From an optimization exercise on the open Yosys and OpenROAD flow, aimed at small area; shortcuts taken in it are not production practice.
The RTL was checked by simulation tests, not by an equivalence proof against the original design.
No activity file was given, so power comes from the tool's default toggle rates.

==> flow/constraint.sdc <==
create_clock -name core_clock -period 7.0 [get_ports {clk}]
set_input_delay 1.4000 -clock core_clock [delete_from_list [all_inputs] [get_ports {clk}]]
set_output_delay 1.4000 -clock core_clock [all_outputs]
set_load 0.01 [all_outputs]
==> flow/config.mk <==
export PLATFORM = sky130hd
export DESIGN_NAME = PWM_Generator
export DESIGN_NICKNAME = PWM_Generator
export VERILOG_FILES = /design/flow/design.v
export SDC_FILE = /design/flow/constraint.sdc
export NUM_CORES = 4
export LEC_CHECK = 0
export CAP_MARGIN = 20
export CORE_MARGIN = 2
export CORE_UTILIZATION = 40
export SLEW_MARGIN = 20
==> flow/run.sh <==
#!/bin/bash
# synth_recipe.tcl (not shown) runs the flow's synth.tcl, then flattens the netlist and writes it again
# the make line also repeats each setting of config.mk as NAME=value (left out here)
make -C /OpenROAD-flow-scripts/flow DESIGN_CONFIG=/design/flow/config.mk WORK_HOME=/design/flow/orfs CLKGATE_MAP_FILE= SYNTH_SCRIPT=/design/flow/synth_recipe.tcl finish
==> flow/design.v <==
module PWM_Generator (
	input clk,
	input rst,
	input [7:0] DUTY_CYCLE,
	input [15:0] ADC,
	input [9:0] PWM_PERIOD, DEAD_TIME,
	output reg PWM_UP, PWM_DOWN, Complete, ADC_Test
);
	reg [9:0] counter;
	reg [17:0] up_time;
	reg [9:0] high_end;
	reg [17:0] product;
	reg [15:0] ADC_cycle;
	reg Fault;
	reg next_UP, next_DOWN;
	always@(posedge clk)begin 
		if(rst)begin
			counter <= 10'd0;
			up_time <= 18'd0;
			high_end <= 10'd0;
			ADC_cycle <= 16'd0;
			Fault <= 1'b0;
			next_UP <= 1'b0;
			next_DOWN <= 1'b0;
			PWM_UP <= 1'b0;
			PWM_DOWN <= 1'b0;
			Complete <= 1'b0;
			ADC_Test <= 1'b0;
		end
		else begin
		next_UP <= 0;
		next_DOWN <= 0;
		if(!Fault)begin
			if(counter < PWM_PERIOD -1)begin
				counter <= counter + 1;
				Complete <= 0;
			end
			else begin
				counter <= 0;
				Complete <= 1;
				up_time <= (PWM_PERIOD * DUTY_CYCLE) >> 8;
				ADC_cycle <= ADC;
			end
			if(up_time > (DEAD_TIME / 2))
				high_end <= up_time - (DEAD_TIME/2);
			else
				high_end <= 9'd0;
			if((counter < high_end) && (counter >= (DEAD_TIME / 2)))
				next_UP <= 1;
			else next_UP <= 0;
			if((counter >= ((up_time) + (DEAD_TIME / 2))) && (counter < (PWM_PERIOD - (DEAD_TIME /2))))
				next_DOWN <= 1;
			else next_DOWN <= 0;
			if(16'd10 < ADC_cycle)begin
				ADC_Test <= 1;
			end		
			else 
				ADC_Test <= 0;
			PWM_UP <= next_UP;
			PWM_DOWN <= next_DOWN;
			if(next_UP && next_DOWN)begin
				Fault <= 1;
			end
		end
		else begin
			PWM_UP <= 0;
			PWM_DOWN <= 0;
		end
		end
	end
endmodule 
==> results.py <==
metrics = {
    "outcome": {
        "status": "complete, no violations",
    },
    "hold_path": {
        "hold_path_class": "reg -> reg",
        "hold_depth": 1,
    },
    "synthesis": {
        "syn_avg_cell_area_um2": 8.56,
        "synth_edf_count": 0,
        "synth_top_area_frac": 0.204,
        "synth.distinct_cells": 62,
        "syn_inst": 789,
        "yosys.area.top_type": "ha_1",
        "ys.flop_type": "dfxtp_1",
        "synth_area_mm2": 0.00675,
        "postSynth.asyncResetShare": 0,
        "syn-num-nets": 995,
        "ys_ff_latch": 53,
        "yosys_warnings": 1,
        "synthTopCellsByArea": "ha_1, dfxtp_1, fa_1",
        "ys_seq_area_frac": 0.157,
    },
    "pwr": {
        "p_leak_nw": 3.44,
        "worst_ir_drop_vdd_mv": 0.103,
        "finalPower_w": 0.00123,
        "power_density_mw_per_mm2": 162,
    },
    "cells_and_area": {
        "final_area_mm2": 0.00758,
        "fin_util": 0.459,
        "area_growth_pct": 12.3,
        "nFillCells": 1628,
        "final_cell_mix": "ha_1, inv_1, nor2_1",
        "final_common_cell": "ha_1",
        "nNetsFinal": 1027,
        "drive_gt1_frac": 0.0414,
        "antenna_cells": 0,
    },
    "critical_path": {
        "start_kind": "primary input",
        "reg2regPathDepth": 14,
        "arrival_ps": 6310,
        "crit_fanout": 13,
        "timing_worst_setup_path_type": "in -> reg",
        "worst_ep_required_time_ps": 7220,
        "worstSetupEndpointType": "flip-flop",
    },
    "clock_tree": {
        "cts_setup_buffers": 0,
        "ctsHoldBuffers": 0,
        "worstSkewPairLatency_ps": 300,
        "cts.sinks": 53,
        "clock_path_buffers": 2,
        "h-tree-depth": 2,
        "clockRootBuffer": "clkbuf_16",
        "cts-resized-gates": 0,
        "tritoncts": "built",
        "path_clk_slew_ps": 70,
        "cts_buffers": 5,
    },
    "route": {
        "final_antenna_net_count": 0,
        "drtIter0Drc": 238,
        "route.detailed.drc": 0,
        "vias": 5243,
        "vias_per_cell": 5.03,
        "drt_wl_total_um": 15300,
        "wire_per_inst_um": 14.7,
        "firstDrtPassIters": 5,
    },
    "sta": {
        "period_minus_slack_ps": 6090,
        "layout_worst_path_cycle_share": 0.870,
        "skew_ps": 7.60,
        "grt_setup_unrepaired": "no",
        "slew_headroom": 0.344,
        "drv_slew": 0,
        "tightest_slew_ps": 982,
        "hold_viol": 0,
        "clock.fmax_mhz": 164,
        "fin_tns_setup_ps": 0,
        "setup_violations": 0,
    },
    "die": {
        "die_y_um": 134,
        "num_rows": 47,
        "core-area_mm2": 0.0165,
        "fp.dieW_um": 134,
        "start_util": 0.409,
        "io_pins": 50,
        "dieArea_mm2": 0.0179,
    },
    "grt": {
        "grt_start_max_net_pins": 45,
        "grt_overflow_total": 0,
        "grt_antenna_before_repair": 0,
        "grt_use_total": 0.180,
        "grt_pass1_wl_um": 26100,
        "grt_pass1_vias": 5306,
    },
    "flow_run": {
        "drv_cap": 0,
    },
    "place": {
        "place_hpwl_um": 12400,
        "post_dp_cell_area_mm2": 0.00743,
        "place_congestion": 0.813,
        "port-buffer-count": 48,
    },
}
## registers in the layout, indices dropped and copies added (netlist names)
| signal | cells |
|---|---|
| ADC_cycle | 16 |
| Complete | 1 |
| ADC_Test | 1 |
| up_time | 10 |
| next_DOWN | 1 |
| next_UP | 1 |
| Fault | 1 |
| PWM_UP | 1 |
| high_end | 10 |
| PWM_DOWN | 1 |
| counter | 10 |
## cells by family (layout without fill, tap and decap cells)
kind of cell,Yosys count,count (layout),synth area share
and+or+nand+nor,254,254,0.193
adders and majority gates,160,160,0.352
AOI/OAI and AO/OA,129,129,0.134
buffers and inverters,127,160,0.0749
DFF,53,53,0.157
xor gates and xnor gates,44,44,0.0571
muxes,22,22,0.0328
## area by class of cell
cell class | count | area, µm² | area share
multi-input cells | 609 | 5190 | 0.685
clock buffers | 5 | 125 | 0.0165
well taps | 220 | 275 | 0.0363
flip-flops and latches | 53 | 1060 | 0.140
repair buffers | 57 | 548 | 0.0723
clock inverters | 3 | 26.3 | 0.00346
inverters | 95 | 357 | 0.0470
## Yosys cell counts (2+ instances only)
library cell / count
or4_1: 2
fa_1: 50
o311a_1: 2
nand2b_1: 15
nand3b_1: 2
a211oi_1: 10
buf_1: 2
buf_2: 2
a22oi_2: 9
xnor2_1: 29
xor2_1: 15
a21o_1: 12
o211ai_1: 2
nor3_1: 12
o21ai_1: 3
clkbuf_1: 23
ha_1: 110
mux2i_1: 21
buf_6: 2
a21oi_2: 2
nor2b_1: 14
nor4_1: 7
dfxtp_1: 53
o31ai_1: 3
nor4b_1: 2
buf_4: 3
a31oi_1: 4
o22ai_1: 3
nand3_1: 9
a21oi_1: 29
o21a_1: 6
o21ai_0: 27
nand2_1: 43
nor2_1: 71
o21bai_1: 3
nand4_1: 4
and3_1: 6
and2_1: 56
or2_2: 2
nor3b_1: 3
inv_1: 95
## metal layers
metal | GRT usage | routed length, µm | vias to the layer above
met4 | 0.0236 | 87 | 0
met5 | 0 | 0 | -
met2 | 0.308 | 7190 | 78
met1 | 0.251 | 7480 | 2455
met3 | 0.0212 | 567 | 7
li1 | - | - | 2703
## through the flow
stage | setup WS, ps | hold slack (ps) | instances
floorplan | 1540 | 430 | 789
global placement | 631 | 435 | 1034
detailed placement | 626 | 445 | 1034
CTS | 905 | 462 | 1042
global route | 605 | 484 | 1042
finish | 908 | 456 | 1042
## path summary, 6_finish.rpt
kind | from | to | slack (ps)
setup / recovery | PWM_PERIOD[3] | up_time[8] | 910
hold / removal | next_UP | PWM_UP | 460
setup reg to reg | up_time[1] | next_DOWN | 4090
hold reg to reg | next_UP | PWM_UP | 460
## where the power goes
| part | switching [W] | internal [W] |
|---|---|---|
| Sequential | 0.00000458 | 0.000303 |
| Clock | 0.000119 | 0.000135 |
| Combinational | 0.000363 | 0.000299 |
| Total | 0.000487 | 0.000738 |
## critical path, cell delays in order
cell and delay [ps]:
clkdlybuf4s50_1 840, nand2_1 160, fa_1 510, fa_1 490, inv_1 60, fa_1 520, fa_1 510, ha_1 230
nor4_1 240, o21ai_1 190, nand4_1 160, a32oi_1 170, o311ai_1 360, mux2_1 360, o22ai_1 110

-- port drivers added, routing unchanged --
In the flow no input, the clock included, has a driving cell. The finished layout below was timed again as built, in two steps. Step 1: set_driving_cell puts a clkbuf_16 on clk and a buf_2 on each other input, an assumption about the parent block. Step 2, shift: input delay + t, output delay - t, t = (earliest + latest rising clock arrival at the registers) / 2. This alone moves slack from input paths to output paths. a / b / c = ideal / step 1 / step 2; a / b = the first two.
shift t [ns]: 0.328
setup slack, ns: 0.908 / 0.919 / 0.591
hold WS [ns]: 0.456 / 0.456 / 0.456
slew at the worst register clock pin (ns): 0.07 / 0.07
After both steps this run still meets setup and hold. For this run, drivers alone change the setup slack by +0.011 ns; drivers and shift together by -0.317 ns.
